What follows belongs to an exercise in optimizing a design on an open flow for small area and a short achievable clock period; a production flow would make more cautious choices. The RTL was checked by simulation tests, not by an equivalence proof against the original design. Power figures rest on the tool's default switching activity, not on a simulated workload.

==> flow/design.v (outline; a module is shown in full before it is edited, if it fits) <==
// module add4rpl: 23 lines
// module addsub8: 34 lines
// module alu_log: 23 lines
// module bcd_adj: 52 lines
// module m6502alu: 81 lines
// module rg8l: 19 lines
// module rg8l2: 28 lines
// module s_reg: 41 lines
// module prog_cnt: 71 lines
// module mx81_8: 64 lines
// module adl_mux: 28 lines
// module adh_mux: 25 lines
// module op_dcd: 1148 lines
// module m6502_org: 252 lines
module m6502_org (clk, addr, dataenb, datai, datao, irq_n, nmi_n, sob_n, res_n,
   rdy, vpa, sync, we_n);
  // ...
==> flow/run.sh <==
#!/bin/bash
# synth_recipe.tcl (not shown) runs the flow's synth.tcl, then flattens the netlist and writes it again
# the make line also repeats each setting of config.mk as NAME=value (left out here)
make -C /OpenROAD-flow-scripts/flow DESIGN_CONFIG=/design/flow/config.mk WORK_HOME=/design/flow/orfs CLKGATE_MAP_FILE= SYNTH_SCRIPT=/design/flow/synth_recipe.tcl finish
==> flow/config.mk <==
export PLATFORM = sky130hd
export DESIGN_NAME = m6502_org
export DESIGN_NICKNAME = m6502_org
export VERILOG_FILES = /design/flow/design.v
export SDC_FILE = /design/flow/constraint.sdc
export NUM_CORES = 4
export LEC_CHECK = 0
export ABC_AREA = 1
export CAP_MARGIN = 20
export CORE_MARGIN = 2
export CORE_UTILIZATION = 40
export SLEW_MARGIN = 20
==> flow/constraint.sdc <==
create_clock -name core_clock -period 14.0 [get_ports {clk}]
set_input_delay 2.8000 -clock core_clock [delete_from_list [all_inputs] [get_ports {clk}]]
set_output_delay 2.8000 -clock core_clock [all_outputs]
set_load 0.01 [all_outputs]
==> qor.yml, run 1 <==
layout:
  nNonClkBuffers: 56
  multi_input_gates: 1450
  final_core_util_pct: 44.4
  finalNonFillerCells: 2467
  design.seq.count: 169
  top_regs: "pc x16, alu_ctl x12"
  final_cell_mix: "418 x nand2_1, 266 x inv_1, 251 x nor2_1, 154 x o21ai_0, 120 x edfxtp_1"
worst_setup_path:
  max_stage_delay_ns: 0.60
  arrival_ns: 5.92
logic_synthesis:
  avgSynthCellArea_um2: 6.99
  synthTopCellsByArea: "edfxtp_1 26%, nand2_1 11%, inv_1 7.2%, dfxtp_1 7.1%, nor2_1 6.8%"
  synth_nets: 2038
  synthFlopType: "edfxtp_1"
  synth_most_common_cell: "nand2_1"
hold_path:
  worstHoldPathCells: 0
  holdCritPathClass: "reg -> reg"
floorplan:
  fp.dieW_um: 190
power:
  intPower_mw: 1.28
  power.density_mw_per_mm2: 150
  vdd_drop_max_v: 0.0000989
  seqPwrFrac_pct: 32.6
detailed_routing:
  firstDrtPassIters: 7
  met3RoutedLength_mm: 5.34
  vias: 14800
  viasPerCell: 6.00
  wl_mm: 60.4
  route.detailed.drc: 0
sta:
  drv_slew: 0
  timing.slew.headroom_pct: 21.7
  tightest_slew_ns: 1.14
placement:
  placed_cells: 2435
run_status:
  status: "finished clean"
global_routing:
  antenna_found_initial: 1
==> module m6502_org, before the edit <==
module m6502_org (clk, addr, dataenb, datai, datao, irq_n, nmi_n, sob_n, res_n,
   rdy, vpa, sync, we_n);
input   clk;
output  [15:0] addr;
output  dataenb;
input   [7:0] datai;
output  [7:0] datao;
input   irq_n;
input   nmi_n;
input   sob_n;
input   res_n;
input   rdy;
output  vpa;
output  sync;
output  we_n;
reg  [7:0] opcode;
reg  [8:1] state;
reg  [7:0] psrl;
reg  [11:0] alu_ctl;
reg  wel_n, z_flag_f, branch_carry_f, sob_n_f;
reg  type1_calc, type2_calc, type2_write, type2_done, type3_calc;
reg  resetl, reset_proc, nmi_proc, irq_proc, irq, nmi_pend, nmi1, nmi2;
reg  [7:0] areg, xreg, yreg, sreg, dreg, jreg, kreg, lreg, hreg;
reg  [15:0] pc;
reg  syncl, vpa_r;
reg  [7:0] dsel;           
reg  [3:0] asel;           
reg  h_pc, h_alu, h_alu0, h_dreg, h_dreg0, h_one;    
wire we_d_n, sreg_up, sreg_cen, opcode_ld, irq_pend;
wire type1_read, type2_read, type3_read;
wire [11:0] alu_ctl_d;
wire [2:0] alu_ld;
wire [6:0] prog_ctl;
wire [6:0] rg_load;
wire [7:0] psr_d, opcode_in;
wire [8:1] state_in;
wire [5:0] alu2op;
wire [7:0] alu_out;
reg  [7:0] alu_wr;         
op_dcd sm (.opcode(opcode), .state(state), .psrl(psrl),
   .type1_calc(type1_calc), .type2_calc(type2_calc), .type2_write(type2_write),
   .type2_done(type2_done), .type3_calc(type3_calc),
   .z_flag_f(z_flag_f), .branch_carry_f(branch_carry_f),
   .reset_proc(reset_proc), .nmi_proc(nmi_proc), .irq_proc(irq_proc),
   .nmi_pend(nmi_pend), .irq(irq), .resetl(resetl), .rdy(rdy),
   .alu2op(alu2op), .datai(datai), .sob_n(sob_n), .sob_n_f(sob_n_f),
   .syncl(syncl),
   .sync_dcd(), .vpa(), .we_d_n(we_d_n), .alu_ctl_d(alu_ctl_d),
   .alu_ld(alu_ld), .sreg_up(sreg_up), .sreg_cen(sreg_cen),
   .prog_ctl(prog_ctl), .rg_load(rg_load), .adl_sel(),
   .adh_sel(), .domux_sel(), .psr_d(),
   .type1_read(type1_read), .type2_read(type2_read), .type3_read(type3_read),
   .opcode_ld(opcode_ld), .opcode_in(opcode_in), .state_in(state_in),
   .irq_pend(irq_pend), .adh_alu());
wire [7:0] psr_d1;
op_dcd sm1 (.opcode(opcode), .state(state), .psrl(psrl),
   .type1_calc(type1_calc), .type2_calc(type2_calc), .type2_write(type2_write),
   .type2_done(type2_done), .type3_calc(type3_calc),
   .z_flag_f(z_flag_f), .branch_carry_f(branch_carry_f),
   .reset_proc(reset_proc), .nmi_proc(nmi_proc), .irq_proc(irq_proc),
   .nmi_pend(nmi_pend), .irq(irq), .resetl(resetl), .rdy(1'b1),
   .alu2op(alu2op), .datai(datai), .sob_n(sob_n), .sob_n_f(sob_n_f),
   .syncl(syncl),
   .sync_dcd(), .vpa(), .we_d_n(), .alu_ctl_d(),
   .alu_ld(), .sreg_up(), .sreg_cen(),
   .prog_ctl(), .rg_load(), .adl_sel(),
   .adh_sel(), .domux_sel(), .psr_d(psr_d1),
   .type1_read(), .type2_read(), .type3_read(),
   .opcode_ld(), .opcode_in(), .state_in(),
   .irq_pend(), .adh_alu());
wire sob_fall = ~sob_n & sob_n_f;
wire [7:0] psr_d0 = resetl ? 8'b0000_0100 : {psrl[7], psrl[6] | sob_fall, psrl[5:0]};
assign psr_d = rdy ? psr_d1 : psr_d0;
m6502alu alu (.jreg(jreg), .kreg(kreg), .alu_ctl(alu_ctl), .alu2op(alu2op),
   .alu_out(alu_out), .log_out());
wire [7:0] dataor = {8{dsel[1]}} & areg | {8{dsel[2]}} & psrl | {8{dsel[3]}} & sreg |
                    {8{dsel[4]}} & xreg | {8{dsel[5]}} & yreg | {8{dsel[6]}} & pc[15:8] |
                    {8{dsel[7]}} & pc[7:0];
wire dsel_alu = dsel[0];
wire [7:0] dataol = dsel_alu ? alu_out : dataor;
wire reset_proc_n = resetl ? 1'b1 : state[6] ? 1'b0 : reset_proc;
wire irq_proc_n = (irq_pend & syncl & rdy) ? 1'b1 : (state[6] | resetl) ? 1'b0 : irq_proc;
wire nmi_proc_n = (nmi_pend & syncl & rdy) ? 1'b1 : (state[6] | resetl) ? 1'b0 : nmi_proc;
wire nmi_pend_n = (~nmi2 & nmi1) ? 1'b1 : (nmi_proc | resetl) ? 1'b0 : nmi_pend;
wire [11:0] alu_ctl_n = rdy ? alu_ctl_d : alu_ctl;
wire wel_n_n = rdy ? we_d_n : wel_n;
wire z_flag_f_n = rdy ? alu2op[1] : z_flag_f;
wire branch_carry_f_n = rdy ? alu2op[2] : branch_carry_f;
wire type1_calc_n = rdy ? type1_read : type1_calc;
wire type2_done_n = rdy ? type2_write : type2_done;
wire type2_write_n = rdy ? type2_calc : type2_write;
wire type2_calc_n = rdy ? type2_read : type2_calc;
wire type3_calc_n = rdy ? type3_read : type3_calc;
wire sob_n_f_n = rdy ? sob_n : sob_n_f;
wire [8:1] state_n = rdy ? state_in : state;
wire [7:0] opcode_n = opcode_ld ? opcode_in : opcode;
wire [7:0] areg_n = rg_load[0] ? dataol : areg;
wire [7:0] dreg_n = rg_load[1] ? datai : rg_load[2] ? dataol : dreg;
wire [7:0] xreg_n = rg_load[4] ? dataol : xreg;
wire [7:0] yreg_n = rg_load[5] ? dataol : yreg;
wire [7:0] lreg_n = rg_load[6] ? alu_out : lreg;
wire [7:0] jreg_n = alu_ld[0] ? datai : alu_ld[1] ? dataol : jreg;
wire [7:0] kreg_n = alu_ld[2] ? datai : kreg;
wire [7:0] sreg_n = resetl ? 8'h00 : rg_load[3] ? dataol :
                    sreg_cen ? (sreg_up ? sreg + 8'd1 : sreg - 8'd1) : sreg;
wire [7:0] cntil = prog_ctl[6:5] == 2'b10 ? 8'hFC :
                   prog_ctl[6:5] == 2'b01 ? 8'hFA :
                   prog_ctl[6:5] == 2'b11 ? 8'hFE :
                   prog_ctl[4] ? alu_out : hreg;
wire [7:0] cntih = prog_ctl[6:5] != 2'b00 ? 8'hFF :
                   prog_ctl[3] ? datai : dataol;
wire [15:0] pc_n = resetl ? 16'hFFFC :
                   (prog_ctl[2] | prog_ctl[4]) ? {cntih, cntil} :
                   prog_ctl[0] ? pc + 16'd1 : pc;
wire [7:0] hreg_n = resetl ? 8'hFC : prog_ctl[1] ? (prog_ctl[3] ? datai : alu_out) : hreg;
wire ld1 = syncl | resetl;
wire sync_a, vpa_a, sync_f, vpa_f;
wire [1:0] adl_sel_a, adl_sel_f;
wire [3:0] adh_sel_a, adh_sel_f;
wire [2:0] domux_sel_a, domux_sel_f;
op_dcd nxa (.opcode(opcode), .state({state[7:1], 1'b0}), .psrl(psr_d1),
   .type1_calc(type1_read), .type2_calc(type2_read), .type2_write(type2_calc),
   .type2_done(type2_write), .type3_calc(type3_read),
   .z_flag_f(alu2op[1]), .branch_carry_f(alu2op[2]),
   .reset_proc(1'b0), .nmi_proc(1'b0), .irq_proc(1'b0),
   .nmi_pend(1'b0), .irq(1'b0), .resetl(1'b0), .rdy(1'b0),
   .alu2op(6'b0), .datai(8'h00), .sob_n(1'b1), .sob_n_f(1'b1),
   .syncl(1'b0),
   .sync_dcd(sync_a), .vpa(vpa_a), .we_d_n(), .alu_ctl_d(),
   .alu_ld(), .sreg_up(), .sreg_cen(),
   .prog_ctl(), .rg_load(), .adl_sel(adl_sel_a),
   .adh_sel(adh_sel_a), .domux_sel(domux_sel_a), .psr_d(),
   .type1_read(), .type2_read(), .type3_read(),
   .opcode_ld(), .opcode_in(), .state_in(),
   .irq_pend(), .adh_alu());
op_dcd nxf (.opcode(opcode_in), .state(8'b0000_0001), .psrl(psr_d1),
   .type1_calc(type1_read), .type2_calc(type2_read), .type2_write(type2_calc),
   .type2_done(type2_write), .type3_calc(type3_read),
   .z_flag_f(alu2op[1]), .branch_carry_f(alu2op[2]),
   .reset_proc(1'b0), .nmi_proc(1'b0), .irq_proc(1'b0),
   .nmi_pend(1'b0), .irq(1'b0), .resetl(1'b0), .rdy(1'b0),
   .alu2op(6'b0), .datai(8'h00), .sob_n(1'b1), .sob_n_f(1'b1),
   .syncl(1'b0),
   .sync_dcd(sync_f), .vpa(vpa_f), .we_d_n(), .alu_ctl_d(),
   .alu_ld(), .sreg_up(), .sreg_cen(),
   .prog_ctl(), .rg_load(), .adl_sel(adl_sel_f),
   .adh_sel(adh_sel_f), .domux_sel(domux_sel_f), .psr_d(),
   .type1_read(), .type2_read(), .type3_read(),
   .opcode_ld(), .opcode_in(), .state_in(),
   .irq_pend(), .adh_alu());
wire sync_n1 = ld1 ? sync_f : sync_a;
wire vpa_n1 = ld1 ? vpa_f : vpa_a;
wire [1:0] adl_sel_n1 = ld1 ? adl_sel_f : adl_sel_a;
wire [3:0] adh_sel_n1 = ld1 ? adh_sel_f : adh_sel_a;
wire [2:0] domux_sel_n1 = ld1 ? domux_sel_f : domux_sel_a;
wire sync_b, vpa_b;
wire [1:0] adl_sel_b;
wire [3:0] adh_sel_b;
wire [2:0] domux_sel_b;
op_dcd brk (.opcode(8'h00), .state(state), .psrl(psrl),
   .type1_calc(type1_calc), .type2_calc(type2_calc), .type2_write(type2_write),
   .type2_done(type2_done), .type3_calc(type3_calc),
   .z_flag_f(z_flag_f), .branch_carry_f(branch_carry_f),
   .reset_proc(1'b0), .nmi_proc(1'b0), .irq_proc(1'b0),
   .nmi_pend(1'b0), .irq(1'b0), .resetl(1'b0), .rdy(1'b0),
   .alu2op(6'b0), .datai(8'h00), .sob_n(1'b1), .sob_n_f(1'b1),
   .syncl(1'b0),
   .sync_dcd(sync_b), .vpa(vpa_b), .we_d_n(), .alu_ctl_d(),
   .alu_ld(), .sreg_up(), .sreg_cen(),
   .prog_ctl(), .rg_load(), .adl_sel(adl_sel_b),
   .adh_sel(adh_sel_b), .domux_sel(domux_sel_b), .psr_d(),
   .type1_read(), .type2_read(), .type3_read(),
   .opcode_ld(), .opcode_in(), .state_in(),
   .irq_pend(), .adh_alu());
wire vpa_nx = rdy ? vpa_n1 : vpa_b;
wire [2:0] domux_sel_nx = rdy ? domux_sel_n1 : domux_sel_b;
wire [1:0] adl_sel_nx = rdy ? adl_sel_n1 : adl_sel_b;
wire [3:0] adh_sel_nx = rdy ? adh_sel_n1 : adh_sel_b;
wire bv2 = state[2] & opcode[7:6] == 2'b01 & opcode[4:0] == 5'b10000;
wire sync_n0 = bv2 ? psr_d0[6] ^ opcode[5] : syncl;
wire [7:0] wr_dcd = 8'b1 << alu_ctl_d[10:8];
wire [7:0] wr_lbp = alu_ctl_d[7] ? kreg : alu_ctl_d[6] ? wr_dcd : 8'h00;
wire [7:0] wr_lb = alu_ctl_d[11] ? ~wr_lbp : wr_lbp;
reg  [7:0] wr_log;
always @* begin
   case (alu_ctl_d[1:0])
   2'b00: wr_log = jreg & wr_lb;
   2'b01: wr_log = jreg | wr_lb;
   2'b10: wr_log = jreg ^ wr_lb;
   default: wr_log = ~jreg & wr_lb;
   endcase
end
wire [7:0] alu_wr_n = (rdy & alu_ctl_d[2]) ? (alu_ctl_d[5] ? 8'h00 : wr_log) : alu_out;
wire [7:0] alu_adr = jreg + {7'b0, alu_ctl[4]};
wire [7:0] addrl = {8{asel[0]}} & pc[7:0] | {8{asel[1]}} & dreg | {8{asel[2]}} & sreg |
                   {8{asel[3]}} & lreg;
wire [7:0] addrh;
assign addrh[0] = h_pc & pc[8] | h_alu0 & alu_adr[0] | h_dreg0 & dreg[0] | h_one;
assign addrh[7:1] = {7{h_pc}} & pc[15:9] | {7{h_alu}} & alu_adr[7:1] | {7{h_dreg}} & dreg[7:1];
assign addr = {addrh, addrl};
assign datao = dsel_alu ? alu_wr : dataor;
assign we_n = wel_n;
assign dataenb = ~wel_n;
assign sync = syncl;
assign vpa = vpa_r;
always @(posedge clk) begin
   psrl <= psr_d;
   reset_proc <= reset_proc_n;
   irq_proc <= irq_proc_n;
   nmi_proc <= nmi_proc_n;
   resetl <= ~res_n;
   irq <= ~irq_n;
   nmi_pend <= nmi_pend_n;
   nmi2 <= nmi1;
   nmi1 <= ~nmi_n;
   alu_ctl <= alu_ctl_n;
   wel_n <= wel_n_n;
   z_flag_f <= z_flag_f_n;
   branch_carry_f <= branch_carry_f_n;
   type1_calc <= type1_calc_n;
   type2_done <= type2_done_n;
   type2_write <= type2_write_n;
   type2_calc <= type2_calc_n;
   type3_calc <= type3_calc_n;
   sob_n_f <= sob_n_f_n;
   state <= state_n;
   opcode <= opcode_n;
   areg <= areg_n;
   dreg <= dreg_n;
   xreg <= xreg_n;
   yreg <= yreg_n;
   lreg <= lreg_n;
   jreg <= jreg_n;
   kreg <= kreg_n;
   sreg <= sreg_n;
   pc <= pc_n;
   hreg <= hreg_n;
   syncl <= rdy ? sync_n1 : resetl ? sync_b : sync_n0;
   if (rdy | resetl) begin
      vpa_r <= vpa_nx;
      dsel <= 8'b1 << domux_sel_nx;
      asel <= 4'b1 << adl_sel_nx;
      h_pc <= adh_sel_nx == 4'b0000;
      h_alu <= adh_sel_nx[3] & ~adh_sel_nx[1] & ~adh_sel_nx[0];
      h_alu0 <= adh_sel_nx[3] & ~adh_sel_nx[1];
      h_dreg <= adh_sel_nx[2] & ~adh_sel_nx[1] & ~adh_sel_nx[0];
      h_dreg0 <= adh_sel_nx[2] & ~adh_sel_nx[1];
      h_one <= adh_sel_nx[0] & ~adh_sel_nx[1];
   end
   alu_wr <= alu_wr_n;
end
endmodule
==> run 2, diff against run 1 <==
--- a/flow/design.v
+++ b/flow/design.v
@@ -1676,7 +1676,7 @@
 reg  syncl, vpa_r;
 reg  [7:0] dsel;           
 reg  [3:0] asel;           
-reg  h_pc, h_alu, h_alu0, h_dreg, h_dreg0, h_one;    
+reg  h_pc, h_alu, h_dreg, h_one;    
 wire we_d_n, sreg_up, sreg_cen, opcode_ld, irq_pend;
 wire type1_read, type2_read, type3_read;
 wire [11:0] alu_ctl_d;
@@ -1728,7 +1728,27 @@
                     {8{dsel[4]}} & xreg | {8{dsel[5]}} & yreg | {8{dsel[6]}} & pc[15:8] |
                     {8{dsel[7]}} & pc[7:0];
 wire dsel_alu = dsel[0];
-wire [7:0] dataol = dsel_alu ? alu_out : dataor;
+wire [2:0] domux_s1;
+op_dcd s1d (.opcode(opcode), .state(8'b0000_0001), .psrl(psrl),
+   .type1_calc(1'b0), .type2_calc(1'b0), .type2_write(1'b0),
+   .type2_done(1'b0), .type3_calc(1'b0),
+   .z_flag_f(1'b0), .branch_carry_f(1'b0),
+   .reset_proc(1'b0), .nmi_proc(1'b0), .irq_proc(1'b0),
+   .nmi_pend(1'b0), .irq(1'b0), .resetl(1'b0), .rdy(1'b0),
+   .alu2op(6'b0), .datai(8'h00), .sob_n(1'b1), .sob_n_f(1'b1),
+   .syncl(1'b0),
+   .sync_dcd(), .vpa(), .we_d_n(), .alu_ctl_d(),
+   .alu_ld(), .sreg_up(), .sreg_cen(),
+   .prog_ctl(), .rg_load(), .adl_sel(),
+   .adh_sel(), .domux_sel(domux_s1), .psr_d(),
+   .type1_read(), .type2_read(), .type3_read(),
+   .opcode_ld(), .opcode_in(), .state_in(),
+   .irq_pend(), .adh_alu());
+wire [7:0] dsel_s1 = 8'b1 << domux_s1;
+wire [7:0] dataor_s1 = {8{dsel_s1[1]}} & areg | {8{dsel_s1[2]}} & psrl | {8{dsel_s1[3]}} & sreg |
+                       {8{dsel_s1[4]}} & xreg | {8{dsel_s1[5]}} & yreg | {8{dsel_s1[6]}} & pc[15:8] |
+                       {8{dsel_s1[7]}} & pc[7:0];
+wire [7:0] dataol = state[1] ? (dsel_s1[0] ? alu_out : dataor_s1) : dsel_alu ? alu_out : dataor;
 wire reset_proc_n = resetl ? 1'b1 : state[6] ? 1'b0 : reset_proc;
 wire irq_proc_n = (irq_pend & syncl & rdy) ? 1'b1 : (state[6] | resetl) ? 1'b0 : irq_proc;
 wire nmi_proc_n = (nmi_pend & syncl & rdy) ? 1'b1 : (state[6] | resetl) ? 1'b0 : nmi_proc;
@@ -1803,7 +1823,7 @@
 wire vpa_n1 = ld1 ? vpa_f : vpa_a;
 wire [1:0] adl_sel_n1 = ld1 ? adl_sel_f : adl_sel_a;
 wire [3:0] adh_sel_n1 = ld1 ? adh_sel_f : adh_sel_a;
-wire [2:0] domux_sel_n1 = ld1 ? domux_sel_f : domux_sel_a;
+wire [2:0] domux_sel_n1 = ld1 ? 3'b000 : domux_sel_a;
 wire sync_b, vpa_b;
 wire [1:0] adl_sel_b;
 wire [3:0] adh_sel_b;
@@ -1846,7 +1866,7 @@
 wire [7:0] addrl = {8{asel[0]}} & pc[7:0] | {8{asel[1]}} & dreg | {8{asel[2]}} & sreg |
                    {8{asel[3]}} & lreg;
 wire [7:0] addrh;
-assign addrh[0] = h_pc & pc[8] | h_alu0 & alu_adr[0] | h_dreg0 & dreg[0] | h_one;
+assign addrh[0] = h_pc & pc[8] | h_alu & alu_adr[0] | h_dreg & dreg[0] | h_one;
 assign addrh[7:1] = {7{h_pc}} & pc[15:9] | {7{h_alu}} & alu_adr[7:1] | {7{h_dreg}} & dreg[7:1];
 assign addr = {addrh, addrl};
 assign datao = dsel_alu ? alu_wr : dataor;
@@ -1892,11 +1912,9 @@
       dsel <= 8'b1 << domux_sel_nx;
       asel <= 4'b1 << adl_sel_nx;
       h_pc <= adh_sel_nx == 4'b0000;
-      h_alu <= adh_sel_nx[3] & ~adh_sel_nx[1] & ~adh_sel_nx[0];
-      h_alu0 <= adh_sel_nx[3] & ~adh_sel_nx[1];
-      h_dreg <= adh_sel_nx[2] & ~adh_sel_nx[1] & ~adh_sel_nx[0];
-      h_dreg0 <= adh_sel_nx[2] & ~adh_sel_nx[1];
-      h_one <= adh_sel_nx[0] & ~adh_sel_nx[1];
+      h_alu <= adh_sel_nx[3];
+      h_dreg <= adh_sel_nx[2];
+      h_one <= adh_sel_nx[0];
    end
    alu_wr <= alu_wr_n;
 end
==> run 2 against run 1 <==
Die area is 0.34% lower. Fmax is 0.54% higher. Still clean. Cell count is 0.12% higher. Critical path type is now reg -> out. Area after synthesis shrank 0.35%. Cell area down 0.49%. Non-clock buffer count down 2. Sequential cell count down 2. Clock power fell by 4%. Global-route usage up 1.1 points. Critical path depth is 5 lower.
==> qor.yml, run 2 <==
clock_tree:
  hold_buffers: 0  # unchanged
  post_cts_buffers: 0  # unchanged
  path_clk_slew_ns: 0.07  # about the same
  cts.sinks: 167  # was 169
  htreeDepth: 4  # unchanged
  clock_latency_ns: 0.46  # about the same
  cts_buffers: 17  # unchanged
  cts_max_path_buffers: 2  # unchanged
  cts_root_buffer: "clkbuf_16"  # unchanged
  cts_resized: 0  # unchanged
  cts_tree: "yes"  # unchanged
worst_setup_path:
  cp_max_fo: 7  # was 9
  cp-end-kind: "primary output"  # was flop
  required_ns: 11.20  # was 14.31 ns
  crit_type: "reg -> out"  # was in -> reg
  start_kind: "flop"  # was primary input
  arrival_ns: 2.78  # was 5.92 ns
logic_synthesis:
  yosys_warnings: 3  # unchanged
  synthTopCellsByArea: "edfxtp_1 26%, nand2_1 12%, dfxtp_1 7.1%, inv_1 6.9%, nor2_1 6.4%"  # was edfxtp_1 26%, nand2_1 11%, inv_1 7.2%, dfxtp_1 7.1%, nor2_1 6.8%
  synth_common_cells: "451 x nand2_1, 253 x inv_1, 236 x nor2_1, 168 x o21ai_0, 118 x edfxtp_1"  # was 418 x nand2_1, 266 x inv_1, 251 x nor2_1, 154 x o21ai_0, 120 x edfxtp_1
  syn-cell-area_mm2: 0.0138  # was 0.0139 mm²
  yosys_register_bits: 167  # was 169
  synthFlopType: "edfxtp_1"  # unchanged
  synth_edf_count: 118  # was 120
  yosysSeqAreaShare_pct: 32.8  # was 33.1%
  async_flop_share_pct: 0  # unchanged
  synth.top_cell.area_share_pct: 25.7  # was 26.0%
  avgSynthCellArea_um2: 6.93  # was 6.99 µm²
  synth_nets: 2049  # was 2038
  synth_most_common_cell: "nand2_1"  # unchanged
  synth.distinct_cells: 69  # was 74
  synthCells: 1993  # was 1982
  synth_top_area_cell: "edfxtp_1"  # unchanged
hold_path:
  holdCritPathClass: "reg -> reg"  # unchanged
layout:
  top_register: "pc"  # unchanged
  layout-drive-gt1-share_pct: 7.44  # was 7.50%
  synthToLayoutAreaGrowth_pct: 10.1  # was 10.2%
  largest_register_ffs: 16  # unchanged
  diodes: 0  # unchanged
  finalNonFillerCells: 2470  # was 2467
  layout_commonest_cell: "nand2_1"  # unchanged
  final_cell_mix: "451 x nand2_1, 253 x inv_1, 236 x nor2_1, 168 x o21ai_0, 118 x edfxtp_1"  # was 418 x nand2_1, 266 x inv_1, 251 x nor2_1, 154 x o21ai_0, 120 x edfxtp_1
  fin_nets: 2058  # was 2055
  top_regs: "pc x16, alu_ctl x12"  # unchanged
  final_core_util_pct: 44.3  # was 44.4%
power:
  leakage_nw: 6.58  # about the same
  power.density_mw_per_mm2: 149  # was 150 mW/mm²
  vdd_drop_max_v: 0.0000885  # was 0.0000989 V
sta:
  setup_viol_count_final: 0  # unchanged
  hold_violations: 0  # unchanged
  drv_slew: 0  # unchanged
  fmax_mhz: 179  # was 178 MHz
  fin_crit_ns: 5.58  # was 5.61 ns
  timing.slew.headroom_pct: 23.0  # was 21.7%
  tightest_slew_ns: 1.15  # was 1.14 ns
  finalClockSkew_ns: 0.0192  # was 0.0120 ns
  grt_setup_unrepaired: "no"  # unchanged
  finalSetupTns_ns: 0  # unchanged
  timing.hold.ws_ns: 0.355  # was 0.352 ns
  period_share_pct: 39.9  # was 40.1%
run_status:
  status: "finished clean"  # unchanged
floorplan:
  die_height_um: 190  # about the same
  fp.dieW_um: 190  # about the same
  coreArea_mm2: 0.0343  # was 0.0344 mm²
  num_rows: 68  # unchanged
  start_util_pct: 40.3  # about the same
  num_io_pins: 42  # unchanged
  die_area_mm2: 0.0360  # was 0.0362 mm²
detailed_routing:
  vias: 15200  # was 14800
  final_antenna_net_count: 0  # unchanged
  viasPerCell: 6.15  # was 6.00
  wl_mm: 62.7  # was 60.4 mm
  drtIter0Drc: 2153  # was 2012
  wl_per_cell_um: 25.4  # was 24.5 µm
  firstDrtPassIters: 6  # was 7
  route.detailed.drc: 0  # unchanged
placement:
  placed_cells: 2437  # was 2435
  place_congestion: 1.07  # was 1.04
  io_buffers: 41  # unchanged
  hpwl_mm: 49.1  # was 47.7 mm
global_routing:
  overflow: 0  # unchanged
  grt_max_degree: 46  # was 44
  antenna_found_initial: 1  # unchanged
  first_global_vias: 14200  # was 14100
  grtUsageTotal_pct: 34.8  # was 33.7%
  grt_pass1_wl_mm: 91.9  # was 90.1 mm
run:
  cap_violations: 0  # unchanged
==> run 2: cell types whose count changed after synthesis, moves of 10 or more <==
cell      change
nand2_1      +33
nor2_1       -15
nor3_1       +15
o21ai_0      +14
inv_1        -13
clkbuf_1     +10
nand3_1      -10
o21ai_1      -10
==> run 2: area by class of cell <==
type / instances / area, µm²
flip-flops and latches: 167 / 4520
well taps: 455 / 569
inverters: 285 / 1080
multi-input cells: 1477 / 7940
clock inverters: 15 / 168
clock buffers: 17 / 425
repair buffers: 54 / 503
fillers: 3577 / 19100
==> run 2: layer usage <==
layer  vias up  wire [µm]  GRT usage (%)
met3       224       6280           5.81
li1       6816          -              -
met4         2       4070           19.8
met2      1013      27500           55.0
met1      7143      24800           45.2
met5         -         13              0
==> run 2: cells by family (layout without fill, tap and decap cells) <==
family	count (synthesis)	after routing	synth area share, %
simple gates	922	922	29.0
compound gates	458	458	20.8
buf+inv	349	371	9.91
flops	167	167	32.8
xor+xnor	55	55	3.65
fa+ha+maj	42	42	3.86
==> run 2: path summary, 6_finish.rpt <==
path,cells after the start,startpoint,end,slack [ns]
worst max-delay path,9,jreg[0]$_DFFE_PP_,addr[14],8.42
worst min-delay path,0,nmi1$_DFF_P_,nmi2$_DFF_P_,0.35
worst max register to register,38,alu_ctl[0]$_DFFE_PP_,syncl$_DFFE_PP_,8.52
worst min register to register,0,nmi1$_DFF_P_,nmi2$_DFF_P_,0.35
==> run 2: critical path, cell delays in order, from the launching register on <==
cell	delay, ns
edfxtp_1	0.61
ha_1	0.26
ha_1	0.20
nand2_1	0.08
nor2_1	0.13
inv_1	0.08
o21ai_0	0.15
nand3_1	0.12
o211ai_1	0.14
clkdlybuf4s50_1	0.57
==> run 2: where the power goes <==
group	switching (mW)	internal, mW
Combinational	0.692	0.337
Clock	0.228	0.267
Sequential	0.105	0.639
==> run 2: through the flow <==
| stage | cell area, µm² | total power, mW | setup WS, ns |
|---|---|---|---|
| finish | 15200 | 2.27 | 8.42 |
| global route | 15200 | 2.39 | 7.98 |
| CTS | 15200 | 2.24 | 8.45 |
| detailed placement | 14600 | 1.75 | 8.41 |
| global placement | 14600 | 1.74 | 8.55 |
| floorplan | 13800 | 1.39 | 9.63 |
==> run 3, diff against run 2 <==
--- a/flow/config.mk
+++ b/flow/config.mk
@@ -8,5 +8,5 @@
 export ABC_AREA = 1
 export CAP_MARGIN = 20
 export CORE_MARGIN = 2
-export CORE_UTILIZATION = 40
+export CORE_UTILIZATION = 60
 export SLEW_MARGIN = 20
==> run 3 against run 2 <==
Critical path type unchanged. Combinational power is essentially flat. Cell area shrank 1.3%. Register-to-register slack improved by 0.09 ns. Clock-buffer cell count stayed put. Die area is 33% lower. Largest cell class unchanged. Clock power rose by 1%. Sequential share of layout area grew 0.41 points. Area after synthesis did not move. Sequential power hardly changed. First-iteration DRC count is 30% higher. Setup slack improved by 0.11 ns. Routed wire length is 4.4% lower. Largest power group unchanged.
==> qor.yml, run 3 <==
layout:
  fin_nets: 2058  # unchanged
  top_regs: "pc x16, alu_ctl x12"  # unchanged
  layout_commonest_cell: "nand2_1"  # unchanged
  design_area_mm2: 0.0150  # was 0.0152 mm²
  synthToLayoutAreaGrowth_pct: 8.60  # was 10.1%
  final_core_util_pct: 66.2  # was 44.3%
  final_cell_mix: "451 x nand2_1, 253 x inv_1, 236 x nor2_1, 168 x o21ai_0, 118 x edfxtp_1"  # unchanged
  diodes: 0  # unchanged
  top_register: "pc"  # unchanged
  largest_register_ffs: 16  # unchanged
  layout-drive-gt1-share_pct: 7.39  # was 7.44%
global_routing:
  first_global_vias: 15200  # was 14200
  overflow: 0  # unchanged
  grtUsageTotal_pct: 49.8  # was 34.8%
  grt_max_degree: 45  # was 46
  grt_pass1_wl_mm: 89.9  # was 91.9 mm
  antenna_found_initial: 2  # was 1
logic_synthesis:
  synthCells: 1993  # unchanged
  yosys_register_bits: 167  # unchanged
  async_flop_share_pct: 0  # unchanged
  synthFlopType: "edfxtp_1"  # unchanged
  avgSynthCellArea_um2: 6.93  # unchanged
  yosysSeqAreaShare_pct: 32.8  # unchanged
  synth_most_common_cell: "nand2_1"  # unchanged
  synth.top_cell.area_share_pct: 25.7  # unchanged
  synth_top_area_cell: "edfxtp_1"  # unchanged
  synth_nets: 2049  # unchanged
  synth_edf_count: 118  # unchanged
  yosys_warnings: 3  # unchanged
  synth.distinct_cells: 69  # unchanged
  synth_common_cells: "451 x nand2_1, 253 x inv_1, 236 x nor2_1, 168 x o21ai_0, 118 x edfxtp_1"  # unchanged
  syn-cell-area_mm2: 0.0138  # unchanged
  synthTopCellsByArea: "edfxtp_1 26%, nand2_1 12%, dfxtp_1 7.1%, inv_1 6.9%, nor2_1 6.4%"  # unchanged
detailed_routing:
  drtIter0Drc: 2797  # was 2153
  final_antenna_net_count: 0  # unchanged
  firstDrtPassIters: 19  # was 6
  viasPerCell: 6.89  # was 6.15
  route.detailed.drc: 0  # unchanged
  vias: 15800  # was 15200
  wl_mm: 59.9  # was 62.7 mm
  wl_per_cell_um: 26.0  # was 25.4 µm
worst_setup_path:
  cp-end-kind: "primary output"  # unchanged
  startpoint: "jreg[0]$_DFFE_PP_"  # unchanged
  r2r_slack_ns: 8.61  # was 8.52 ns
  required_ns: 11.20  # about the same
  crit_type: "reg -> out"  # unchanged
  arrival_ns: 2.67  # was 2.78 ns
  start_kind: "flop"  # unchanged
  cp_max_fo: 7  # unchanged
  reg2reg_from: "opcode[7]$_DFFE_PP_"  # was alu_ctl[0]$_DFFE_PP_
sta:
  grt_setup_unrepaired: "no"  # unchanged
  finalSetupTns_ns: 0  # unchanged
  hold_violations: 0  # unchanged
  timing.slew.headroom_pct: 16.8  # was 23.0%
  setup_viol_count_final: 0  # unchanged
  period_share_pct: 39.1  # was 39.9%
  finalClockSkew_ns: 0.0198  # was 0.0192 ns
  drv_slew: 0  # unchanged
  fmax_mhz: 183  # was 179 MHz
  fin_crit_ns: 5.47  # was 5.58 ns
  fin_ws_ns: 8.53  # was 8.42 ns
  tightest_slew_ns: 1.24  # was 1.15 ns
placement:
  place_area_mm2: 0.0144  # was 0.0146 mm²
  io_buffers: 41  # unchanged
  hpwl_mm: 45.3  # was 49.1 mm
  place_congestion: 1.09  # was 1.07
  pre_cts_ws_ns: 8.77  # was 8.41 ns
clock_tree:
  cts_max_path_buffers: 2  # unchanged
  cts.sinks: 167  # unchanged
  cts_buffers: 17  # unchanged
  post_cts_buffers: 0  # unchanged
  path_clk_slew_ns: 0.09  # was 0.07 ns
  htreeDepth: 4  # unchanged
  cts_resized: 0  # unchanged
  cts_tree: "yes"  # unchanged
  hold_buffers: 0  # unchanged
  cts_root_buffer: "clkbuf_16"  # unchanged
  clock_latency_ns: 0.46  # about the same
power:
  power.density_mw_per_mm2: 153  # was 149 mW/mm²
  leakage_nw: 6.58  # about the same
  finalPower_mw: 2.29  # was 2.27 mW
  vdd_drop_max_v: 0.000100  # was 0.0000885 V
floorplan:
  coreArea_mm2: 0.0226  # was 0.0343 mm²
  fp.dieW_um: 156  # was 190 µm
  die_height_um: 156  # was 190 µm
  num_rows: 55  # was 68
  num_io_pins: 42  # unchanged
  start_util_pct: 61.0  # was 40.3%
  die_area_mm2: 0.0242  # was 0.0360 mm²
run:
  cap_violations: 0  # unchanged
hold_path:
  min_from: "nmi1$_DFF_P_"  # unchanged
  holdCritPathClass: "reg -> reg"  # unchanged
run_status:
  status: "finished clean"  # unchanged
==> run 3: final timing paths <==
path	cells after the start	to
hold reg to reg	0	nmi2$_DFF_P_
setup / recovery	9	addr[14]
hold / removal	0	nmi2$_DFF_P_
setup reg to reg	23	alu_wr[7]$_DFF_P_
==> run 3: per-stage QoR <==
step	instances	hold WS [ns]
6_report	2300	0.365
5_1_grt	2300	0.377
4_1_cts	2300	0.366
3_5_place_dp	2268	0.347
3_3_place_gp	2268	0.336
2_1_floorplan	1993	0.331
==> run 3: area by class of cell <==
type / instances / area (µm²)
multi-input cells: 1477 / 7920
fillers: 1954 / 7640
flip-flops and latches: 167 / 4520
inverters: 285 / 1080
repair buffers: 54 / 503
clock buffers: 17 / 425
well taps: 285 / 357
clock inverters: 15 / 190
==> run 3: kinds of logic after synthesis <==
logic type | Yosys count | share of synthesized area [%]
buffers and inverters | 349 | 9.91
xor gates and xnor gates | 55 | 3.65
AOI/OAI and AO/OA | 458 | 20.8
adders and majority gates | 42 | 3.86
and+or+nand+nor | 922 | 29.0
DFF | 167 | 32.8
==> run 3: report_power, final <==
group,internal (mW),switching (mW),leakage (nW)
Sequential,0.639,0.104,1.62
Clock,0.245,0.257,0.296
Combinational,0.339,0.711,4.67
==> run 3: worst max-delay path, cell delays in order, from the launching register on <==
cell,delay (ns)
edfxtp_1,0.59
ha_1,0.24
ha_1,0.20
nand2_1,0.09
nor2_1,0.13
inv_1,0.07
o21ai_0,0.16
nand3_1,0.09
o211ai_1,0.09
clkdlybuf4s50_1,0.55
==> run 3: routing by layer <==
layer	wire length [µm]	vias up	global-route usage (%)	part of all wire [%]
li1	-	6825	-	-
met1	20500	7127	60.9	34
met2	25000	1476	74.5	42
met3	9340	410	16.5	16
met4	5110	2	33.8	8.5
met5	17	-	0	0.028
==> run 4, diff against run 3 <==
--- a/flow/config.mk
+++ b/flow/config.mk
@@ -9,4 +9,5 @@
 export CAP_MARGIN = 20
 export CORE_MARGIN = 2
 export CORE_UTILIZATION = 60
+export GPL_TIMING_DRIVEN = 1
 export SLEW_MARGIN = 20
==> run 4 against run 3 <==
Total power unchanged. Sequential power is essentially flat. Core utilization stayed put. Fmax is the same. Largest cell class unchanged. Critical path type unchanged. Register-to-register slack about the same. Routed wire length stayed put. Global-route usage stayed put. First-iteration DRC count is the same.
==> qor.yml, run 4 <==
run_status:
  status: "finished clean"  # unchanged
clock_tree:
  post_cts_buffers: 0  # unchanged
  cts.sinks: 167  # unchanged
  cts_buffers: 17  # unchanged
  cts_max_path_buffers: 2  # unchanged
  cts_resized: 0  # unchanged
  cts_tree: "yes"  # unchanged
  path_clk_slew_ns: 0.09  # about the same
  htreeDepth: 4  # unchanged
  cts_root_buffer: "clkbuf_16"  # unchanged
  hold_buffers: 0  # unchanged
  clock_latency_ns: 0.46  # about the same
sta:
  drv_slew: 0  # unchanged
  hold_violations: 0  # unchanged
  tightest_slew_ns: 1.24  # unchanged
  finalSetupTns_ns: 0  # unchanged
  grt_setup_unrepaired: "no"  # unchanged
  finalClockSkew_ns: 0.0198  # unchanged
  fin_crit_ns: 5.47  # unchanged
  setup_viol_count_final: 0  # unchanged
  period_share_pct: 39.1  # unchanged
  timing.slew.headroom_pct: 16.8  # unchanged
  fmax_mhz: 183  # unchanged
worst_setup_path:
  regToRegEndpoint: "alu_wr[7]$_DFF_P_"  # unchanged
  reg2reg_from: "opcode[7]$_DFFE_PP_"  # unchanged
  rr_worst_depth: 23  # unchanged
  cp_max_fo: 7  # unchanged
  arrival_ns: 2.67  # about the same
  start_kind: "flop"  # unchanged
  critPathCapture: "addr[14]"  # unchanged
  cp-end-kind: "primary output"  # unchanged
  required_ns: 11.20  # about the same
  startpoint: "jreg[0]$_DFFE_PP_"  # unchanged
  r2r_slack_ns: 8.61  # about the same
  crit_type: "reg -> out"  # unchanged
logic_synthesis:
  synthXorXnorAreaFrac_pct: 3.65  # unchanged
  synth_edf_count: 118  # unchanged
  yosysSeqAreaShare_pct: 32.8  # unchanged
  synth.top_cell.area_share_pct: 25.7  # unchanged
  synthSimpleGateAreaFrac_pct: 29.0  # unchanged
  synthTopCellsByArea: "edfxtp_1 26%, nand2_1 12%, dfxtp_1 7.1%, inv_1 6.9%, nor2_1 6.4%"  # unchanged
  synth_top_area_cell: "edfxtp_1"  # unchanged
  synth_common_cells: "451 x nand2_1, 253 x inv_1, 236 x nor2_1, 168 x o21ai_0, 118 x edfxtp_1"  # unchanged
  syn-cell-area_mm2: 0.0138  # unchanged
  async_flop_share_pct: 0  # unchanged
  yosys_register_bits: 167  # unchanged
  synthFlopType: "edfxtp_1"  # unchanged
  synth_most_common_cell: "nand2_1"  # unchanged
  synth_top_family_by_area: "simple AND/OR/NAND/NOR gates"  # unchanged
  synth.distinct_cells: 69  # unchanged
  avgSynthCellArea_um2: 6.93  # unchanged
  synth-compound-area-share_pct: 20.8  # unchanged
  yosys_warnings: 3  # unchanged
  synthAdderAreaFrac_pct: 3.86  # unchanged
  synthCells: 1993  # unchanged
  synthMuxAreaShare_pct: 0  # unchanged
  synth_nets: 2049  # unchanged
global_routing:
  grtUsageTotal_pct: 49.8  # unchanged
  overflow: 0  # unchanged
  antenna_found_initial: 2  # unchanged
  grt_max_degree: 45  # unchanged
  grt_pass1_wl_mm: 89.9  # unchanged
  first_global_vias: 15200  # unchanged
detailed_routing:
  firstDrtPassIters: 19  # unchanged
  wl_mm: 59.9  # unchanged
  vias: 15800  # unchanged
  drtIter0Drc: 2797  # unchanged
  viasPerCell: 6.89  # unchanged
  route.detailed.drc: 0  # unchanged
  final_antenna_net_count: 0  # unchanged
  wl_per_cell_um: 26.0  # unchanged
layout:
  diodes: 0  # unchanged
  synthToLayoutAreaGrowth_pct: 8.60  # unchanged
  layout-drive-gt1-share_pct: 7.39  # unchanged
  final_core_util_pct: 66.2  # unchanged
  final_cell_mix: "451 x nand2_1, 253 x inv_1, 236 x nor2_1, 168 x o21ai_0, 118 x edfxtp_1"  # unchanged
  fin_nets: 2058  # unchanged
  largest_register_ffs: 16  # unchanged
  layout_commonest_cell: "nand2_1"  # unchanged
  top_regs: "pc x16, alu_ctl x12"  # unchanged
  top_register: "pc"  # unchanged
run:
  cap_violations: 0  # unchanged
floorplan:
  die_height_um: 156  # unchanged
  coreArea_mm2: 0.0226  # unchanged
  num_io_pins: 42  # unchanged
  fp.dieW_um: 156  # unchanged
  start_util_pct: 61.0  # unchanged
  num_rows: 55  # unchanged
  die_area_mm2: 0.0242  # unchanged
placement:
  io_buffers: 41  # unchanged
  hpwl_mm: 45.3  # unchanged
  place_congestion: 1.09  # unchanged
power:
  power.density_mw_per_mm2: 153  # unchanged
  vdd_drop_max_v: 0.000100  # unchanged
  leakage_nw: 6.58  # unchanged
hold_path:
  min_from: "nmi1$_DFF_P_"  # unchanged
  holdCritPathClass: "reg -> reg"  # unchanged
## run 4: cells by family after synthesis
group,Yosys count
and+or+nand+nor,922
xor gates and xnor gates,55
buffers and inverters,349
DFF,167
AOI/OAI and AO/OA,458
adders and majority gates,42
## run 4: how the worst min path moves through the flow
stage                   endpoint  cells after the start
floorplan           nmi2$_DFF_P_                      0
global placement    nmi2$_DFF_P_                      0
CTS                 nmi2$_DFF_P_                      0
detailed placement  nmi2$_DFF_P_                      0
finish              nmi2$_DFF_P_                      0
global route        nmi2$_DFF_P_                      0
## run 4: metal layers
layer / vias up / track usage (%) / wire [µm]
met1: 7127 / 60.9 / 20500
met4: 2 / 33.8 / 5110
met3: 410 / 16.5 / 9340
li1: 6825 / - / -
met2: 1476 / 74.5 / 25000
met5: - / 0 / 17
## run 4: final cells by class
| cell class | instances | area (µm²) |
|---|---|---|
| multi-input combinational | 1477 | 7920 |
| fill | 1954 | 7640 |
| sequential | 167 | 4520 |
| inverter | 285 | 1080 |
| timing repair buffer | 54 | 503 |
| clock buffer | 17 | 425 |
| tap | 285 | 357 |
| clock inverter | 15 | 190 |
## run 4: per-stage QoR
stage          power (mW)  setup slack (ns)  instances  hold WS [ns]  instance area [µm²]
2_1_floorplan        1.39              9.63       1993         0.331                13800
3_3_place_gp         1.69              8.89       2268         0.336                14400
3_5_place_dp         1.73              8.77       2268         0.347                14400
4_1_cts              2.22              8.57       2300         0.366                15000
5_1_grt              2.39              8.17       2300         0.377                15000
6_report             2.29              8.53       2300         0.365                15000
## run 4: report_power, final
group / switching (mW) / internal [mW]
clock: 0.257 / 0.245
sequential: 0.104 / 0.639
combinational: 0.711 / 0.339
## run 4: worst max-delay path, stage by stage, from the launching register on
cell and delay (ns):
edfxtp_1 0.59, ha_1 0.24, ha_1 0.20, nand2_1 0.09
nor2_1 0.13, inv_1 0.07, o21ai_0 0.16, nand3_1 0.09
o211ai_1 0.09, clkdlybuf4s50_1 0.55
==> run 5, diff against run 4 <==
--- a/flow/config.mk
+++ b/flow/config.mk
@@ -8,6 +8,5 @@
 export ABC_AREA = 1
 export CAP_MARGIN = 20
 export CORE_MARGIN = 2
-export CORE_UTILIZATION = 60
-export GPL_TIMING_DRIVEN = 1
+export CORE_UTILIZATION = 50
 export SLEW_MARGIN = 20
==> run 5 against run 4 <==
Total power down 0.94%. Cell area grew 0.53%. Setup slack got worse by 0.0078 ns. Register-to-register slack improved by 0.16 ns. Clock skew grew 0.0044 ns. Sequential share of layout area fell by 0.16 points. Largest power group unchanged. Non-clock buffer count is 2 lower. Critical path depth down 2. Cell count is 2.3% higher. First-iteration DRC count down 6.2%. Combinational power hardly changed.
==> qor.yml, run 5 <==
sta:
  drv_slew: 0  # unchanged
  setup_viol_count_final: 0  # unchanged
  timing.slew.headroom_pct: 30.2  # was 16.8%
  hold_violations: 0  # unchanged
  grt_setup_unrepaired: "no"  # unchanged
  fin_crit_ns: 5.48  # was 5.47 ns
  timing.hold.ws_ns: 0.360  # was 0.365 ns
  finalClockSkew_ns: 0.0242  # was 0.0198 ns
  period_share_pct: 39.2  # was 39.1%
  finalSetupTns_ns: 0  # unchanged
  fmax_mhz: 182  # was 183 MHz
  tightest_slew_ns: 1.04  # was 1.24 ns
floorplan:
  coreArea_mm2: 0.0270  # was 0.0226 mm²
  start_util_pct: 51.1  # was 61.0%
  num_io_pins: 42  # unchanged
  die_area_mm2: 0.0290  # was 0.0242 mm²
  fp.dieW_um: 170  # was 156 µm
  num_rows: 60  # was 55
  die_height_um: 170  # was 156 µm
logic_synthesis:
  synth_nets: 2049  # unchanged
  synth_edf_count: 118  # unchanged
  synthTopCellsByArea: "edfxtp_1 26%, nand2_1 12%, dfxtp_1 7.1%, inv_1 6.9%, nor2_1 6.4%"  # unchanged
  synthAdderAreaFrac_pct: 3.86  # unchanged
  synth_top_area_cell: "edfxtp_1"  # unchanged
  synth_common_cells: "451 x nand2_1, 253 x inv_1, 236 x nor2_1, 168 x o21ai_0, 118 x edfxtp_1"  # unchanged
  yosys_register_bits: 167  # unchanged
  synthMuxAreaShare_pct: 0  # unchanged
  yosysSeqAreaShare_pct: 32.8  # unchanged
  avgSynthCellArea_um2: 6.93  # unchanged
  synthFlopType: "edfxtp_1"  # unchanged
  synthSimpleGateAreaFrac_pct: 29.0  # unchanged
  yosys_warnings: 3  # unchanged
  synthCells: 1993  # unchanged
  synth_top_family_by_area: "simple AND/OR/NAND/NOR gates"  # unchanged
  synth.distinct_cells: 69  # unchanged
  synth.top_cell.area_share_pct: 25.7  # unchanged
  synth_most_common_cell: "nand2_1"  # unchanged
  syn-cell-area_mm2: 0.0138  # unchanged
  synth-compound-area-share_pct: 20.8  # unchanged
  synthXorXnorAreaFrac_pct: 3.65  # unchanged
  async_flop_share_pct: 0  # unchanged
global_routing:
  grtUsageTotal_pct: 41.6  # was 49.8%
  first_global_vias: 14100  # was 15200
  overflow: 0  # unchanged
  antenna_found_initial: 0  # was 2
  grt_max_degree: 46  # was 45
  grt_pass1_wl_mm: 88.5  # was 89.9 mm
worst_setup_path:
  crit_chain: "clkinv_1 > nor2_1 > inv_1 > o21ai_0 > nand3_1 > o211ai_1 > clkdlybuf4s50_1"  # was ha_1 > ha_1 > nand2_1 > nor2_1 > inv_1 > o21ai_0 > nand3_1 > o211ai_1 > clkdlybuf4s50_1
  crit_slowest_cell: "clkdlybuf4s50_1"  # was edfxtp_1
  path_buf_inv: 3  # was 2
  reg2reg_from: "alu_ctl[0]$_DFFE_PP_"  # was opcode[7]$_DFFE_PP_
  cp-end-kind: "primary output"  # unchanged
  start_kind: "flop"  # unchanged
  arrival_ns: 2.68  # was 2.67 ns
  cp_max_fo: 9  # was 7
  required_ns: 11.20  # about the same
  critPathTopFamily: "buffers and inverters"  # unchanged
  crit_type: "reg -> out"  # unchanged
  rr_worst_depth: 28  # was 23
  r2r_slack_ns: 8.77  # was 8.61 ns
  regToRegEndpoint: "pc[15]$_SDFFE_PP1P_"  # was alu_wr[7]$_DFF_P_
  max_stage_delay_ns: 0.56  # was 0.59 ns
clock_tree:
  cts_max_path_buffers: 2  # unchanged
  post_cts_buffers: 0  # unchanged
  cts.sinks: 167  # unchanged
  cts_buffers: 17  # unchanged
  cts_root_buffer: "clkbuf_16"  # unchanged
  hold_buffers: 0  # unchanged
  htreeDepth: 4  # unchanged
  cts_tree: "yes"  # unchanged
  clock_latency_ns: 0.46  # about the same
  path_clk_slew_ns: 0.08  # was 0.09 ns
  cts_resized: 0  # unchanged
layout:
  top_register: "pc"  # unchanged
  layout-drive-gt1-share_pct: 7.45  # was 7.39%
  num-fill-cells: 2658  # was 1954
  diodes: 0  # unchanged
  final_cell_mix: "451 x nand2_1, 253 x inv_1, 236 x nor2_1, 168 x o21ai_0, 118 x edfxtp_1"  # unchanged
  top_regs: "pc x16, alu_ctl x12"  # unchanged
  layout_commonest_cell: "nand2_1"  # unchanged
  synthToLayoutAreaGrowth_pct: 9.18  # was 8.60%
  largest_register_ffs: 16  # unchanged
  fin_nets: 2056  # was 2058
placement:
  place_congestion: 1.06  # was 1.09
  hpwl_mm: 46.5  # was 45.3 mm
  io_buffers: 41  # unchanged
hold_path:
  worstHoldPathCells: 0  # unchanged
  holdPathEnd: "nmi2$_DFF_P_"  # unchanged
  holdCritPathClass: "reg -> reg"  # unchanged
  min_from: "nmi1$_DFF_P_"  # unchanged
power:
  pwr-share-clk_pct: 22.2  # was 21.9%
  intPower_mw: 1.22  # about the same
  switching_share_pct: 46.3  # was 46.7%
  power.density_mw_per_mm2: 151  # was 153 mW/mm²
  power.switching_mw: 1.05  # was 1.07 mW
  leakage_nw: 6.58  # about the same
  vdd_drop_max_v: 0.0000735  # was 0.000100 V
  combPwrFrac_pct: 45.3  # was 45.8%
  seqPwrFrac_pct: 32.5  # was 32.4%
run_status:
  status: "finished clean"  # unchanged
detailed_routing:
  wl_per_cell_um: 25.5  # was 26.0 µm
  firstDrtPassIters: 6  # was 19
  viasPerCell: 6.49  # was 6.89
  route.detailed.drc: 0  # unchanged
  vias: 15300  # was 15800
  wl_mm: 60.0  # was 59.9 mm
  final_antenna_net_count: 0  # unchanged
  drtIter0Drc: 2623  # was 2797
run:
  cap_violations: 0  # unchanged
==> run 5: cell counts after synthesis <==
No cell type changed its count.
==> run 5: worst max path at each step <==
stage / endpoint / cells past startpoint / from
global route: syncl$_DFFE_PP_ / 38 / alu_ctl[0]$_DFFE_PP_
CTS: addr[14] / 7 / jreg[4]$_DFFE_PP_
finish: addr[14] / 7 / jreg[4]$_DFFE_PP_
floorplan: lreg[0]$_DFFE_PP_ / 5 / rdy
detailed placement: asel[2]$_SDFFCE_PN0P_ / 11 / rdy
global placement: asel[2]$_SDFFCE_PN0P_ / 11 / rdy
==> run 5: layer usage <==
layer	part of all wire, %	global-route usage, %
met1	39	54.8
met2	42	62.5
met3	13	10.4
met4	6.2	22.7
met5	0	0
==> run 5: cells by family after synthesis <==
group,Yosys count
compound gates,458
buf+inv,349
flops,167
fa+ha+maj,42
xor+xnor,55
simple gates,922
==> run 5: worst register-to-register path, delay by kind of cell (launching register included) <==
family	cells	cell delay (ns)
and+or+nand+nor	10	1.57
AOI/OAI and AO/OA	5	1.09
buffers and inverters	8	0.83
adders and majority gates	4	0.73
DFF	1	0.67
xor gates and xnor gates	1	0.23
==> run 5: final cells by class <==
type / instances / area [µm²] / area share (%)
multi-input combinational: 1477 / 7940 / 52.7
sequential: 167 / 4520 / 30.0
inverter: 285 / 1080 / 7.14
timing repair buffer: 52 / 488 / 3.24
tap: 341 / 427 / 2.83
clock buffer: 17 / 425 / 2.82
clock inverter: 15 / 196 / 1.30
==> run 5: power by group through the flow <==
stage | Sequential (mW) | Combinational [mW] | Clock (mW)
after floorplan | 0.686 | 0.703 | 0
after CTS | 0.731 | 0.999 | 0.501
after detailed placement | 0.741 | 0.994 | 0
final | 0.739 | 1.03 | 0.504
after global placement | 0.742 | 0.971 | 0
after global routing | 0.743 | 1.13 | 0.518
==> run 5: stage by stage <==
stage	total power [mW]	setup slack (ns)	cell area [µm²]	cells	utilization [%]
after global routing	2.39	8.22	15100	2354	55.8
after detailed placement	1.74	8.50	14400	2322	53.5
after CTS	2.23	8.54	15100	2354	55.8
after floorplan	1.39	9.63	13800	1993	-
final	2.27	8.52	15100	2354	55.8
after global placement	1.71	8.67	14400	2322	53.5
==> run 6, diff against run 5 <==
--- a/flow/config.mk
+++ b/flow/config.mk
@@ -9,4 +9,5 @@
 export CAP_MARGIN = 20
 export CORE_MARGIN = 2
 export CORE_UTILIZATION = 50
+export CTS_BUF_LIST = sky130_fd_sc_hd__clkbuf_8 sky130_fd_sc_hd__clkbuf_16
 export SLEW_MARGIN = 20
==> run 6 against run 5 <==
Hold slack stayed put. Routed wire length is the same. Still clean. Clock skew did not move. Non-clock buffer count did not move. Sequential power about the same. Core utilization unchanged. Via count did not move. Setup slack is the same. Critical path depth did not move. Total power stayed put. Combinational power about the same.
==> qor.yml, run 6 <==
logic_synthesis:
  yosys_register_bits: 167  # unchanged
  synthMuxAreaShare_pct: 0  # unchanged
  avgSynthCellArea_um2: 6.93  # unchanged
  synthTopCellsByArea: "edfxtp_1 26%, nand2_1 12%, dfxtp_1 7.1%, inv_1 6.9%, nor2_1 6.4%"  # unchanged
  synth_common_cells: "451 x nand2_1, 253 x inv_1, 236 x nor2_1, 168 x o21ai_0, 118 x edfxtp_1"  # unchanged
  yosysSeqAreaShare_pct: 32.8  # unchanged
  synthCells: 1993  # unchanged
  synth_nets: 2049  # unchanged
  syn-cell-area_mm2: 0.0138  # unchanged
  synthAdderAreaFrac_pct: 3.86  # unchanged
  synth_top_family_by_area: "simple AND/OR/NAND/NOR gates"  # unchanged
  synthSimpleGateAreaFrac_pct: 29.0  # unchanged
  yosys_warnings: 3  # unchanged
  synth.top_cell.area_share_pct: 25.7  # unchanged
  synth_top_area_cell: "edfxtp_1"  # unchanged
  synthFlopType: "edfxtp_1"  # unchanged
  synth-compound-area-share_pct: 20.8  # unchanged
  synthXorXnorAreaFrac_pct: 3.65  # unchanged
  synth_most_common_cell: "nand2_1"  # unchanged
  async_flop_share_pct: 0  # unchanged
  synth_edf_count: 118  # unchanged
  synth.distinct_cells: 69  # unchanged
placement:
  pre_cts_ws_ns: 8.50  # unchanged
  io_buffers: 41  # unchanged
  hpwl_mm: 46.5  # unchanged
  place_congestion: 1.06  # unchanged
layout:
  synthToLayoutAreaGrowth_pct: 9.18  # unchanged
  top_register: "pc"  # unchanged
  largest_register_ffs: 16  # unchanged
  final_cell_mix: "451 x nand2_1, 253 x inv_1, 236 x nor2_1, 168 x o21ai_0, 118 x edfxtp_1"  # unchanged
  layout-drive-gt1-share_pct: 7.45  # unchanged
  diodes: 0  # unchanged
  final_core_util_pct: 55.8  # unchanged
  fin_nets: 2056  # unchanged
  top_regs: "pc x16, alu_ctl x12"  # unchanged
  layout_commonest_cell: "nand2_1"  # unchanged
global_routing:
  grt_pass1_wl_mm: 88.5  # unchanged
  antenna_found_initial: 0  # unchanged
  first_global_vias: 14100  # unchanged
  overflow: 0  # unchanged
  grtUsageTotal_pct: 41.6  # unchanged
  grt_max_degree: 46  # unchanged
detailed_routing:
  wl_per_cell_um: 25.5  # unchanged
  route.detailed.drc: 0  # unchanged
  drtIter0Drc: 2623  # unchanged
  wl_mm: 60.0  # unchanged
  final_antenna_net_count: 0  # unchanged
  firstDrtPassIters: 6  # unchanged
  viasPerCell: 6.49  # unchanged
  vias: 15300  # unchanged
clock_tree:
  cts_buffers: 17  # unchanged
  htreeDepth: 4  # unchanged
  cts.sinks: 167  # unchanged
  path_clk_slew_ns: 0.08  # about the same
  cts_max_path_buffers: 2  # unchanged
  cts_tree: "yes"  # unchanged
  clock_latency_ns: 0.46  # about the same
  cts_root_buffer: "clkbuf_16"  # unchanged
  cts_resized: 0  # unchanged
  post_cts_buffers: 0  # unchanged
  hold_buffers: 0  # unchanged
power:
  finalPower_mw: 2.27  # unchanged
  leakage_nw: 6.58  # unchanged
  power.density_mw_per_mm2: 151  # unchanged
  vdd_drop_max_v: 0.0000735  # unchanged
run:
  cap_violations: 0  # unchanged
sta:
  finalClockSkew_ns: 0.0242  # unchanged
  fmax_mhz: 182  # unchanged
  tightest_slew_ns: 1.04  # unchanged
  fin_ws_ns: 8.52  # unchanged
  timing.slew.headroom_pct: 30.2  # unchanged
  period_share_pct: 39.2  # unchanged
  hold_violations: 0  # unchanged
  finalSetupTns_ns: 0  # unchanged
  drv_slew: 0  # unchanged
  setup_viol_count_final: 0  # unchanged
  fin_crit_ns: 5.48  # unchanged
  grt_setup_unrepaired: "no"  # unchanged
floorplan:
  num_rows: 60  # unchanged
  coreArea_mm2: 0.0270  # unchanged
  fp.dieW_um: 170  # unchanged
  die_height_um: 170  # unchanged
  start_util_pct: 51.1  # unchanged
  die_area_mm2: 0.0290  # unchanged
  num_io_pins: 42  # unchanged
worst_setup_path:
  arrival_ns: 2.68  # about the same
  start_kind: "flop"  # unchanged
  rr_worst_depth: 28  # unchanged
  required_ns: 11.20  # about the same
  cp-end-kind: "primary output"  # unchanged
  cp_max_fo: 9  # unchanged
  crit_type: "reg -> out"  # unchanged
run_status:
  status: "finished clean"  # unchanged
hold_path:
  holdCritPathClass: "reg -> reg"  # unchanged
  worstHoldPathCells: 0  # unchanged
## run 6: cell type report
| class | instances | area [µm²] |
|---|---|---|
| clock buffers | 17 | 425 |
| clock inverters | 15 | 196 |
| fillers | 2658 | 11900 |
| inverters | 285 | 1080 |
| multi-input cells | 1477 | 7940 |
| flip-flops and latches | 167 | 4520 |
| well taps | 341 | 427 |
| repair buffers | 52 | 488 |
## run 6: metrics by stage
step                instance area (µm²)  hold slack (ns)  cells
floorplan                         13800            0.331   1993
global placement                  14400            0.337   2322
detailed placement                14400            0.350   2322
CTS                               15100            0.362   2354
global route                      15100            0.363   2354
finish                            15100            0.360   2354
## run 6: path summary, 6_finish.rpt
kind	slack (ns)	startpoint	to
setup / recovery	8.52	jreg[4]$_DFFE_PP_	addr[14]
hold / removal	0.36	nmi1$_DFF_P_	nmi2$_DFF_P_
setup reg to reg	8.77	alu_ctl[0]$_DFFE_PP_	pc[15]$_SDFFE_PP1P_
hold reg to reg	0.36	nmi1$_DFF_P_	nmi2$_DFF_P_
## run 6: critical path, stage by stage (launching register included)
cell and delay, ns:
edfxtp_1 0.53, clkinv_1 0.43, nor2_1 0.25, inv_1 0.08, o21ai_0 0.15, nand3_1 0.13, o211ai_1 0.11, clkdlybuf4s50_1 0.56
## run 6: cell families (layout without fill, tap and decap cells)
family / count (synthesis) / count (layout)
and+or+nand+nor: 922 / 922
xor gates and xnor gates: 55 / 55
DFF: 167 / 167
AOI/OAI and AO/OA: 458 / 458
adders and majority gates: 42 / 42
buffers and inverters: 349 / 369
## run 6: power breakdown
group	leakage, nW	total [mW]	internal (mW)	switching [mW]
Clock	0.301	0.504	0.246	0.257
Combinational	4.66	1.03	0.336	0.694
Sequential	1.62	0.739	0.639	0.100
Total	6.58	2.27	1.22	1.05
## run 6: metal layers
layer / GRT usage (%) / share of wire (%) / up-vias
met5: 0 / 0 / -
met4: 22.7 / 6.2 / 0
met3: 10.4 / 13 / 227
met2: 62.5 / 42 / 1144
met1: 54.8 / 39 / 7089
li1: - / - / 6814

-- static timing again, ports no longer ideal --
How much do the figures lean on ideal ports? The routed layouts below were timed once more, with nothing changed but the port constraints.
Step 1 (the two cells are an assumption about what drives the block):
set clk [get_ports {clk}]
set_driving_cell -lib_cell sky130_fd_sc_hd__clkbuf_16 $clk
set_driving_cell -lib_cell sky130_fd_sc_hd__buf_2 [delete_from_list [all_inputs] $clk]
Step 2 moves the port delays by t, midway between the first and last clock arrival at a register: inputs arrive t later, outputs are due t later. That takes back most of the time a late clock gives input paths.
a / b / c = ideal ports / drivers / drivers and shift; a / b = the first two.
run | shift t [ns] | setup WS [ns] | slew at the worst register clock pin (ns) | worst slew at a driven data input, ns
run 1 | 0.509 | 8.387 / 8.410 / 7.912 | 0.08 / 0.08 | 0.03
run 2 | 0.507 | 8.417 / 8.364 / 8.333 | 0.08 / 0.08 | 0.05
run 3 | 0.499 | 8.526 / 8.473 / 8.611 | 0.09 / 0.09 | 0.04
run 4 | 0.499 | 8.526 / 8.473 / 8.611 | 0.09 / 0.09 | 0.04
run 5 | 0.498 | 8.518 / 8.467 / 8.390 | 0.09 / 0.09 | 0.04
run 6 | 0.498 | 8.518 / 8.467 / 8.390 | 0.09 / 0.09 | 0.04
After both steps setup and hold are still met in every run listed. The setup slack of run 1, which loses most, moves by +0.023 ns with the drivers and by -0.475 ns with both steps.
